Context: an optimization exercise on an open-source flow, tuned for small area. The choices shown serve that exercise and are no tape-out recipe. In this exercise RTL edits were held to simulation tests only and were not proved equivalent to the original. Power and IR drop assume default switching activity.

==> flow/config.mk <==
export PLATFORM = sky130hd
export DESIGN_NAME = top_level
export DESIGN_NICKNAME = top_level
export VERILOG_FILES = /design/flow/design.v
export SDC_FILE = /design/flow/constraint.sdc
export NUM_CORES = 4
export LEC_CHECK = 0
export CAP_MARGIN = 20
export CORE_MARGIN = 2
export CORE_UTILIZATION = 40
export SLEW_MARGIN = 20
==> flow/constraint.sdc <==
create_clock -name core_clock -period 10.0 [get_ports {clk}]
set_input_delay 2.0000 -clock core_clock [delete_from_list [all_inputs] [get_ports {clk}]]
set_output_delay 2.0000 -clock core_clock [all_outputs]
set_load 0.01 [all_outputs]
==> flow/design.v <==
module top_level(input wire clk, input wire rst, input wire[7:0] data, input wire[3:0] address, input wire wr, output wire[3:0] ch0_audio, ch1_audio, ch2_audio);
reg[9:0] active_sample0;
reg[9:0] active_sample1;
reg[9:0] active_sample2;
wire[9:0] triangle_sample;
wire[9:0] sawtooth_sample;
wire[9:0] noise_sample;
wire[9:0] ch0_pulse_sample;
wire[9:0] ch1_pulse_sample;
wire[9:0] sine_sample;
wire channel0_clk;
wire channel1_clk;
wire channel2_clk;
reg[7:0] ch0_freq;
reg[7:0] ch0_p_vol;
reg[7:0] ch0_duty;
reg[5:0] ch0_ctrl;
reg[7:0] ch1_freq;
reg[7:0] ch1_p_vol;
reg[7:0] ch1_duty;
reg[4:0] ch1_ctrl;
reg[7:0] ch2_freq;
reg[7:0] ch2_sample;
reg[4:0] ch2_ctrl;
always @(posedge clk)
begin
	if(rst)
	begin
		ch0_freq <= 8'h00;
		ch0_p_vol <= 8'h00;
		ch0_duty <= 8'h00;
		ch0_ctrl <= 6'h00;
		ch1_freq <= 8'h00;
		ch1_p_vol <= 8'h00;
		ch1_duty <= 8'h00;
		ch1_ctrl <= 5'h00;
		ch2_freq <= 8'h00;
		ch2_sample <= 8'h00;
		ch2_ctrl <= 5'h00;
	end
	else if(wr)
	begin
		if(~address[3])
			case(address[2:0])
			3'b000: ch0_freq <= data;
			3'b001: ch0_p_vol <= data;
			3'b010: ch0_duty <= data;
			3'b011: ch0_ctrl <= data[5:0];
			3'b100: ch1_freq <= data;
			3'b101: ch1_p_vol <= data;
			3'b110: ch1_duty <= data;
			3'b111: ch1_ctrl <= data[4:0];
			endcase
		else
			case(address[1:0])
			2'b00: ch2_freq <= data;
			2'b01: ch2_sample <= data;
			2'b10: ch2_ctrl <= data[4:0];
			2'b11: ch2_ctrl <= data[4:0];
			endcase
	end
end
always @(*)
begin
	case(ch0_ctrl[5:4])
	2'b00: active_sample0 = noise_sample;
	2'b01: active_sample0 = triangle_sample;
	2'b10: active_sample0 = noise_sample;
	2'b11: active_sample0 = ch0_pulse_sample;
	endcase
	if(ch1_ctrl[4])
		active_sample1 = sawtooth_sample;
	else
		active_sample1 = ch1_pulse_sample;
	if(ch2_ctrl[4])
		active_sample2 = sine_sample;
	else
		active_sample2 = {ch2_sample, 2'b00};
end
clock_synth csynth0(.rst(rst), .clk(clk), .freq(ch0_freq), .channel_clk(channel0_clk));
DAC DAC0_inst(.sample(active_sample0), .rst(rst), .clk(clk), .vol(ch0_ctrl[3:0]), .audio(ch0_audio));
triangle_synth tsynth0(.rst(rst), .clk(clk), .t_clk(channel0_clk), .triangle(triangle_sample));
pulse_synth psynth0(.duty(ch0_duty), .triangle(triangle_sample[9:2]), .p_vol(ch0_p_vol), .pulse(ch0_pulse_sample));
noise_synth nsynth0(.rst(rst), .clk(clk), .noise_clk(channel0_clk), .noise_sample(noise_sample));
clock_synth csynth1(.rst(rst), .clk(clk), .freq(ch1_freq), .channel_clk(channel1_clk));
DAC DAC1_inst(.sample(active_sample1), .rst(rst), .clk(clk), .vol(ch1_ctrl[3:0]), .audio(ch1_audio));
sawtooth_synth ssynth1(.rst(rst), .clk(clk), .s_clk(channel1_clk), .sawtooth(sawtooth_sample));
pulse_synth psynth1(.duty(ch1_duty), .triangle(sawtooth_sample[9:2]), .p_vol(ch1_p_vol), .pulse(ch1_pulse_sample));
clock_synth_low csynth2(.rst(rst), .clk(clk), .freq(ch2_freq), .channel_clk(channel2_clk));
DAC DAC2_inst(.sample(active_sample2), .rst(rst), .clk(clk), .vol(ch2_ctrl[3:0]), .audio(ch2_audio));
sine_synth isynth2(.rst(rst), .clk(clk), .channel_clk(channel2_clk), .sine_sample(sine_sample));
endmodule
module DAC(input wire[9:0]sample, input wire rst, input wire clk, input wire[3:0] vol, output wire[3:0] audio);
reg[9:0] DAC_counter;
reg comp_out;
assign audio = vol & {4{comp_out}};
always @(posedge clk)
begin
	if(rst)
		DAC_counter <= 10'd0;
	else
		DAC_counter <= DAC_counter + 10'd1;
end
always @(*)
begin
	comp_out = 1'b0;
	if(sample > DAC_counter)
		comp_out = 1'b1;
end
endmodule
module clock_synth(input wire rst, input wire clk, input wire[7:0] freq, output reg channel_clk);
reg[7:0] clk_count;
always @(posedge clk)
begin
	if(rst)
	begin
		channel_clk <= 1'b0;
		clk_count <= 8'h0;
	end
	else if(clk_count == freq)
	begin
		channel_clk <= 1'b1;
		clk_count <= 8'h0;
	end
	else
	begin
	channel_clk <= 1'b0;
	clk_count <= clk_count + 8'h1;
	end
end
endmodule
module clock_synth_low(input wire rst, input wire clk, input wire[7:0] freq, output reg channel_clk);
reg[9:0] clk_count;
always @(posedge clk)
begin
	if(rst)
	begin
		channel_clk <= 1'b0;
		clk_count <= 10'h0;
	end
	else if(clk_count[9:2] == freq)
	begin
		channel_clk <= 1'b1;
		clk_count <= 8'h0;
	end
	else
	begin
	channel_clk <= 1'b0;
	clk_count <= clk_count + 8'h1;
	end
end
endmodule
module triangle_synth(input wire rst, input wire clk, input wire t_clk, output reg[9:0] triangle);
reg counter_dir;
always @(posedge clk)
begin
	if(rst)
	begin
		triangle <= 10'd0;
		counter_dir <= 1'b0;
	end
	else
	begin
		if(t_clk)
			triangle <= triangle + {{9{counter_dir}}, 1'b1};
		if(triangle == 10'd1023)
			counter_dir <= 1'b1;
		if(triangle == 10'd1)
			counter_dir <= 1'b0;
	end
end
endmodule
module sawtooth_synth(input wire rst, input wire clk, input wire s_clk, output wire[9:0] sawtooth);
reg[10:0] sawtooth_counter;
always @(posedge clk)
begin
	if(rst)
		sawtooth_counter <= 11'd0;
	else if(s_clk)
		sawtooth_counter <= sawtooth_counter + 11'd1;
end
assign sawtooth = sawtooth_counter[10:1];
endmodule
module pulse_synth(input wire[7:0] duty, input wire[7:0] triangle, input wire[7:0] p_vol, output wire[9:0] pulse);
assign pulse = (duty > triangle) ? {p_vol, 2'b00} : 10'd0;
endmodule
module noise_synth(input wire rst, input wire clk, input wire noise_clk, output reg[9:0] noise_sample);
wire next_bit;
reg[9:0] s_reg;
reg[3:0] cycle_count;
assign next_bit = s_reg[3] ^ s_reg[0];
always @(posedge clk)
begin
	if(rst)
	begin
		s_reg <= 10'h001;
		cycle_count <= 4'h0;
		noise_sample <= 10'h000;
	end
	else if(noise_clk)
	begin
		s_reg <= {next_bit, s_reg[9:1]};
		if(cycle_count == 4'd9)
		begin
			cycle_count <= 4'h0;
			noise_sample <= s_reg;
		end
		else
			cycle_count <= cycle_count + 4'h1;
	end
end
endmodule
module sine_synth(input wire rst, input wire clk, input wire channel_clk, output wire[9:0] sine_sample);
reg[7:0] triangle;
reg direction;
reg[13:0] integral;
always @(posedge clk)
begin
	if(rst)
	begin
		triangle <= 8'd0;
		direction <= 1'b0;
		integral <= 14'd0;
	end
	else if(channel_clk)
	begin
		triangle <= triangle + {{7{direction}}, 1'b1};
		if(triangle == 8'd126)
			direction <= 1'b1;
		if(triangle == 8'h82)
			direction <= 1'b0;
		integral <= integral + {{6{triangle[7]}}, triangle};
	end
end
assign sine_sample = integral[13:4];
endmodule
==> flow/run.sh <==
#!/bin/bash
# synth_recipe.tcl (not shown) runs the flow's synth.tcl, then flattens the netlist and writes it again
# the make line also repeats each setting of config.mk as NAME=value (left out here)
make -C /OpenROAD-flow-scripts/flow DESIGN_CONFIG=/design/flow/config.mk WORK_HOME=/design/flow/orfs CLKGATE_MAP_FILE= SYNTH_SCRIPT=/design/flow/synth_recipe.tcl finish
==> results.yml <==
synth:
  synth_xor_area_frac: 0.0745
  synth_compound_area_frac: 0.100
  async_flop_share: 0
  synthMuxAreaShare: 0.106
  synth.distinct_cells: 57
  yosys.area_share.simple: 0.197
  synth_fa_ha_area_frac: 0.0981
  syn_area_per_cell_um2: 8.79
  synth_edf_count: 0
  synthCells: 1230
  syn-cell-area_um2: 10800
  ys_warn_count: 8
  synth_top_family_by_area: "simple AND/OR/NAND/NOR gates"
  ys_ff_latch: 208
  synth-seq-area-share: 0.385
  synth_nets: 1328
  synth_ff_type: "dfxtp_1"
finish:
  antenna-diode-count: 0
  n_fill_cell: 2597
  mostFrequentLayoutCells: "208 x dfxtp_1, 200 x nor2_1, 104 x mux2i_1"
  layout_commonest_cell: "dfxtp_1"
  drive_above_1_share: 0.0520
  multiInputGateArea_um2: 6230
  top_regs: "isynth2.integral x14, ssynth1.sawtooth_counter x11"
  largest_reg_flops: 14
  final_cells: 1591
  ff_latch_area_um2: 4160
  post-route-util: 0.459
  nets: 1332
  syn2layout_area_growth_pct: 13.3
  regMostFlops: "isynth2.integral"
  final_area_um2: 12300
cts:
  clock_path_buffers: 3
  clkSinkCount: 208
  numCtsBuffers: 24
  insertion_delay_ns: 0.54
  cts_root_buf: "clkbuf_16"
  cts_resized: 0
  clk_pin_slew_ns: 0.06
  postCtsHoldBufs: 0
  htreeDepth: 1
  post_cts_buffers: 0
  cts_tree: "built"
run_status:
  status: "no timing/DRC/antenna violations"
place:
  post-dp-hpwl_um: 15900
  place.gp.congestion: 0.803
  postPlaceCellArea_um2: 11300
  pre_cts_ws_ns: 4.12
  port_buffers: 26
  place_inst: 1549
sta:
  maxSlewViolCount: 0
  max-slew-margin-rel: 0.298
  fin_crit_sh: 0.645
  fin_ws_ns: 3.55
  fmax_mhz: 155
  setup-tns-final_ns: 0
  final-setup-viol-count: 0
  tightest_slew_ns: 1.05
  skew_ns: 0.0417
  hold_viol_final: 0
  rsz0062_at_grt: "false"
  holdWs_ns: 0.451
  fin_crit_ns: 6.45
grt:
  grt_pass1_wl_um: 39800
  grt_max_degree: 101
  antenna_found_initial: 0
  grt.total_usage: 0.168
  globalRoute.totalOverflow: 0
  first_global_vias: 8037
floorplan:
  die_h_um: 168
  io_pins: 27
  start_util: 0.405
  dieWidth_um: 168
  rows: 60
  die_area_um2: 28400
  coreArea_um2: 26700
flow_run:
  maxCapViolCount: 0
power_and_ir_drop:
  power_mw: 2.02
  power_density_nw_per_um2: 164
  leakagePower_nw: 5.15
  ir_drop_v: 0.000121
worst_setup_path:
  startpoint_type: "flop"
  cp.required_ns: 8.00
  end_kind: "output port"
  worst_ep_arrival_time_ns: 4.45
  critical_path.max_fanout: 8
  critical_path_class: "flop to output port"
route:
  routed_wl_um: 23500
  drt_iter0_drc: 350
  vias: 8141
  first_pass_iters: 4
  drc: 0
  detail-route-antenna-nets: 0
  vias_per_cell: 5.12
  wl_per_cell_um: 14.8
min_path:
  hold_class: "flop to flop"
-- area by class of cell --
type	instances	share of cell area
Multi-Input combinational cell	910	0.509
Clock inverter	14	0.0211
Inverter	60	0.0184
Tap cell	341	0.0348
Timing Repair Buffer	30	0.0238
Clock buffer	28	0.0535
Sequential cell	208	0.340
-- critical path, stage by stage, from the launching register on --
cell and delay, ns:
dfxtp_1 0.37, inv_1 0.09, ha_1 0.29, nor2b_1 0.14
o21a_1 0.12, o21a_1 0.10, o21ai_0 0.07, a221oi_1 0.85
a22o_1 0.25, ha_1 0.24, a21o_1 0.15, a21o_1 0.16
a21oi_1 0.14, nor2_1 0.05, o21a_1 0.22, and2_1 0.18
clkdlybuf4s50_1 0.47
-- cells by family (layout without fill, tap and decap cells) --
group	Yosys count	in the layout
xor+xnor	92	92
mux	113	113
fa+ha+maj	83	83
simple gates	455	455
flops	208	208
compound gates	167	167
buf+inv	112	132
-- report_power, final --
group	leakage (nW)	switching [mW]	internal (mW)
clock	0.450	0.358	0.648
combinational	3.02	0.0838	0.0546
sequential	1.68	0.0217	0.849
-- metal layers --
metal / vias up / track usage / part of all wire
li1: 4253 / - / -
met1: 3779 / 0.225 / 0.49
met2: 81 / 0.287 / 0.46
met3: 28 / 0.0242 / 0.032
met4: 0 / 0.0334 / 0.013
met5: - / 0 / 0
-- cells in the mapped netlist (39+ instances only) --
cell | n | share of area
clkbuf_1 | 39 | 0.014
nor2_1 | 200 | 0.069
nand2_1 | 59 | 0.020
o21ai_0 | 41 | 0.019
xor2_1 | 44 | 0.036
ha_1 | 80 | 0.093
a21oi_1 | 40 | 0.019
dfxtp_1 | 208 | 0.38
mux2i_1 | 104 | 0.096
xnor2_1 | 48 | 0.039
nand3_1 | 65 | 0.030
inv_1 | 59 | 0.020
-- path summary, 6_finish.rpt --
kind	startpoint	to	slack (ns)	cells after the start
worst max-delay path	ssynth1.sawtooth_counter[4]	ch1_audio[2]	3.55	16
worst min-delay path	ch2_sample[7]	ch2_sample[7]	0.45	2
worst max register to register	isynth2.triangle[7]	isynth2.integral[13]	7.56	6
worst min register to register	ch2_sample[7]	ch2_sample[7]	0.45	2

-- static timing again, ports no longer ideal --
No port has a modelled driver above. Below, the same layout with a new extraction and two added sets of constraints.
Step 1 (the two cells are an assumption about what drives the block):
set clk [get_ports {clk}]
set_driving_cell -lib_cell sky130_fd_sc_hd__clkbuf_16 $clk
set_driving_cell -lib_cell sky130_fd_sc_hd__buf_2 [delete_from_list [all_inputs] $clk]
Step 2, shift: input delay + t, output delay - t, t = (earliest + latest rising clock arrival at the registers) / 2. This alone moves slack from input paths to output paths.
Three values: no drivers, after step 1, after step 2; two values: the first two.
t, ns: 0.567
slack for setup (ns): 3.555 / 3.508 / 4.075
hold slack, ns: 0.451 / 0.451 / 0.451
worst setup path after step 2: register to output
After both steps this run still meets setup and hold. The setup slack of this run moves by -0.047 ns with the drivers and by +0.520 ns with both steps.
